What follows belongs to an exercise in optimizing a design on an open flow for small area and a short achievable clock period; a production flow would make more cautious choices. Function was checked by simulation only, so behaviour that the tests miss may differ from the original. No activity file was given, so power comes from the tool's default toggle rates. The flow treats the clock pin as an ideal source, which a real chip does not have.

build 16:
Design top_level, start of the top module:
module top_level (
    input wire clk,
    input wire rst_n,
    input  wire [15:0] axi_awaddr,
    input  wire        axi_awvalid,
    output wire        axi_awready,
    input  wire [2:0]  axi_awprot,
    input  wire [31:0] axi_wdata,
    input  wire [3:0]  axi_wstrb,
    input  wire        axi_wvalid,
    output wire        axi_wready,
    output wire [1:0]  axi_bresp,
    output wire        axi_bvalid,
    input  wire        axi_bready,
    input  wire [15:0] axi_araddr,
    input  wire        axi_arvalid,
    output wire        axi_arready,
    input  wire [2:0]  axi_arprot,
    output wire [31:0] axi_rdata,
    output wire [1:0]  axi_rresp,
    output wire        axi_rvalid,
    input  wire        axi_rready,
    output wire [31:0] mem_addr,
    output wire [15:0] mem_wdata,
    input  wire [15:0] mem_rdata,
    output wire        mem_we,
    output wire        mem_oe,
    output wire        mem_ce,
    input  wire        mem_ready,
    output wire [7:0]  led_status,
    output wire        led_error,
    output wire        irq_out
);
Size in the first run: ~200 I/O pins, roughly 20000 um2 of cells after synthesis.
Settings: LEC_CHECK=0, CAP_MARGIN=10, CORE_MARGIN=2, CORE_UTILIZATION=45, GPL_ROUTABILITY_DRIVEN=1, PLACE_DENSITY=0.6, SLEW_MARGIN=10, BUFFER_PORTS_ARGS=-buffer_cell sky130_fd_sc_hd__buf_1, CTS_ARGS=-sink_clustering_enable -repair_clock_nets -dont_use_dummy_load -buf_list sky130_fd_sc_hd__clkbuf_16 -sink_clustering_size 33 -sink_clustering_max_diameter 100, SKIP_REPAIR_TIE_FANOUT=1; clock period 300.0 ns.
standard.sh (not shown) runs the stock make flow with config.mk's settings and CLKGATE_MAP_FILE= SYNTH_SCRIPT=/design/flow/synth_recipe.tcl, a recipe that flattens the netlist after the stock synthesis.
==> flow/flow/run.sh <==
#!/bin/bash
# Own layout flow: the standard ORFS flow (standard.sh) with a few
# ORFS variables added to config.mk.
set -euo pipefail
cd "$(dirname "$0")/.."
{
  echo 'export BUFFER_PORTS_ARGS = -buffer_cell sky130_fd_sc_hd__buf_1'
  echo 'export CTS_ARGS = -sink_clustering_enable -repair_clock_nets -dont_use_dummy_load -buf_list sky130_fd_sc_hd__clkbuf_16 -sink_clustering_size 33 -sink_clustering_max_diameter 100'
  echo 'export SKIP_REPAIR_TIE_FANOUT = 1'
} >> config.mk
bash standard.sh > standard_flow.log 2>&1
Build 16 was carried through to the last stage, and its layout satisfied the timing, DRC and antenna checks.
[inputs] build 88 vs build 16
diff --git a/flow/flow/run.sh b/flow/flow/run.sh
--- a/flow/flow/run.sh
+++ b/flow/flow/run.sh
@@ -8 +8 @@
-  echo 'export CTS_ARGS = -sink_clustering_enable -repair_clock_nets -dont_use_dummy_load -buf_list sky130_fd_sc_hd__clkbuf_16 -sink_clustering_size 33 -sink_clustering_max_diameter 100'
+  echo 'export CTS_ARGS = -sink_clustering_enable -repair_clock_nets -dont_use_dummy_load -buf_list sky130_fd_sc_hd__clkbuf_16 -sink_clustering_size 30 -sink_clustering_max_diameter 100'
@@ -9,0 +10 @@
+  echo 'export REMOVE_ABC_BUFFERS = 1'
diff --git a/flow/config.mk b/flow/config.mk
--- a/flow/config.mk
+++ b/flow/config.mk
@@ -11,0 +12 @@
+export GPL_TIMING_DRIVEN = 0
@@ -15 +16 @@
-export CTS_ARGS = -sink_clustering_enable -repair_clock_nets -dont_use_dummy_load -buf_list sky130_fd_sc_hd__clkbuf_16 -sink_clustering_size 33 -sink_clustering_max_diameter 100
+export CTS_ARGS = -sink_clustering_enable -repair_clock_nets -dont_use_dummy_load -buf_list sky130_fd_sc_hd__clkbuf_16 -sink_clustering_size 30 -sink_clustering_max_diameter 100
@@ -16,0 +18 @@
+export REMOVE_ABC_BUFFERS = 1
Notes after the runs:
- Build 88 finished every stage and its layout cleared the timing, DRC and antenna checks.
- Going from build 16 to build 88, routed wire length on met2 higher; total number of vias went up by 39.
- The non-clock buffer contribution to total cell area in build 88 was higher than what build 16 gave.
Here is what was changed in the inputs of build 27 compared with build 88.
diff --git a/flow/flow/run.sh b/flow/flow/run.sh
--- a/flow/flow/run.sh
+++ b/flow/flow/run.sh
@@ -10 +9,0 @@
-  echo 'export REMOVE_ABC_BUFFERS = 1'
diff --git a/flow/config.mk b/flow/config.mk
--- a/flow/config.mk
+++ b/flow/config.mk
@@ -10 +10 @@
-export CORE_UTILIZATION = 45
+export CORE_UTILIZATION = 60
@@ -12,2 +12 @@
-export GPL_TIMING_DRIVEN = 0
-export PLACE_DENSITY = 0.6
+export PLACE_DENSITY = 0.7
@@ -18 +16,0 @@
-export REMOVE_ABC_BUFFERS = 1
==> run summary <==
Number of cells on the worst reg-to-reg path grows by a few percent when moving from build 88 to build 27.
Compared with build 88, build 27 ends up with less cell area.
Taking build 88 as the reference, in build 27 proportion of power drawn by the clock network fell by 0.3 points; die area fell by 12000 um2.
Build 27: full flow OK, the timing, DRC and antenna checks passed
### build 27 -> build 77
diff --git a/flow/flow/run.sh b/flow/flow/run.sh
--- a/flow/flow/run.sh
+++ b/flow/flow/run.sh
@@ -2,2 +2,2 @@
-# Own layout flow: the standard ORFS flow (standard.sh) with a few
-# ORFS variables added to config.mk.
+# Own layout flow: the standard ORFS flow (standard.sh), with buf_1 as
+# the port buffer cell and CTS without dummy loads.
@@ -9 +8,0 @@
-  echo 'export SKIP_REPAIR_TIE_FANOUT = 1'
diff --git a/flow/config.mk b/flow/config.mk
--- a/flow/config.mk
+++ b/flow/config.mk
@@ -8 +8 @@
-export CAP_MARGIN = 10
+export CAP_MARGIN = 0
@@ -10 +10 @@
-export CORE_UTILIZATION = 60
+export CORE_UTILIZATION = 45
@@ -12,2 +12,3 @@
-export PLACE_DENSITY = 0.7
-export SLEW_MARGIN = 10
+export GPL_TIMING_DRIVEN = 0
+export PLACE_DENSITY = 0.6
+export SLEW_MARGIN = 0
@@ -16 +16,0 @@
-export SKIP_REPAIR_TIE_FANOUT = 1
### Flow results
- The cell count of build 77 exceeds that of build 27 by 19%.
- Compared to build 27, build 77 has total power after layout 1.1% higher.
- Build 77: done, clean on timing, DRC and antenna
- Core box area in build 77 is about 33% above build 27.
- Per the comparison of build 77 with build 27, net switching share of the total power went up; area enclosed by the die boundary went up by about 33%; signal arrival time at the worst endpoint went up 220 ps.
- ~same maximum frequency in build 77 and build 27
- The global-route met3 utilization reported for build 77 is smaller than that of build 27 by 1.1 points.
- Critical path depth was lower in the run labelled build 27.
- Post-layout worst setup margin sits lower in build 77 than in build 27.
- Diff build 77 and build 27: final core utilization higher in build 27

==> re-timing with driven ports <==
The results above use ideal ports. As a check the final layouts listed here were re-extracted and re-timed, cells and wires unchanged. Step 1: set_driving_cell puts a clkbuf_16 on clk and a buf_2 on each other input, an assumption about the parent block. Step 2 adds t to the input delays and takes it off the output delays; t is the mean of the earliest and latest rising clock arrival at the registers after step 1. Input paths then give back, and output paths get back, about the clock's delay inside the block. Slacks: no drivers / after step 1 / after step 2; pairs: no drivers / after step 1.
run | shift t [ns] | setup WS [ns] | worst data-port slew with drivers (ns) | pins driven straight from the clock port
build 16 | 0.585 | 180.000 / 179.959 / 179.959 | 0.08 | 1
build 88 | 0.595 | 180.000 / 179.954 / 179.954 | 0.10 | 1
build 27 | 0.578 | 180.000 / 179.959 / 179.959 | 0.08 | 1
build 77 | 0.592 | 179.779 / 179.754 / 179.754 | 0.09 | 1
After both steps setup and hold are still met in every run listed. For build 88, which loses most, drivers alone change the setup slack by -0.046 ns; drivers and shift together by -0.046 ns.
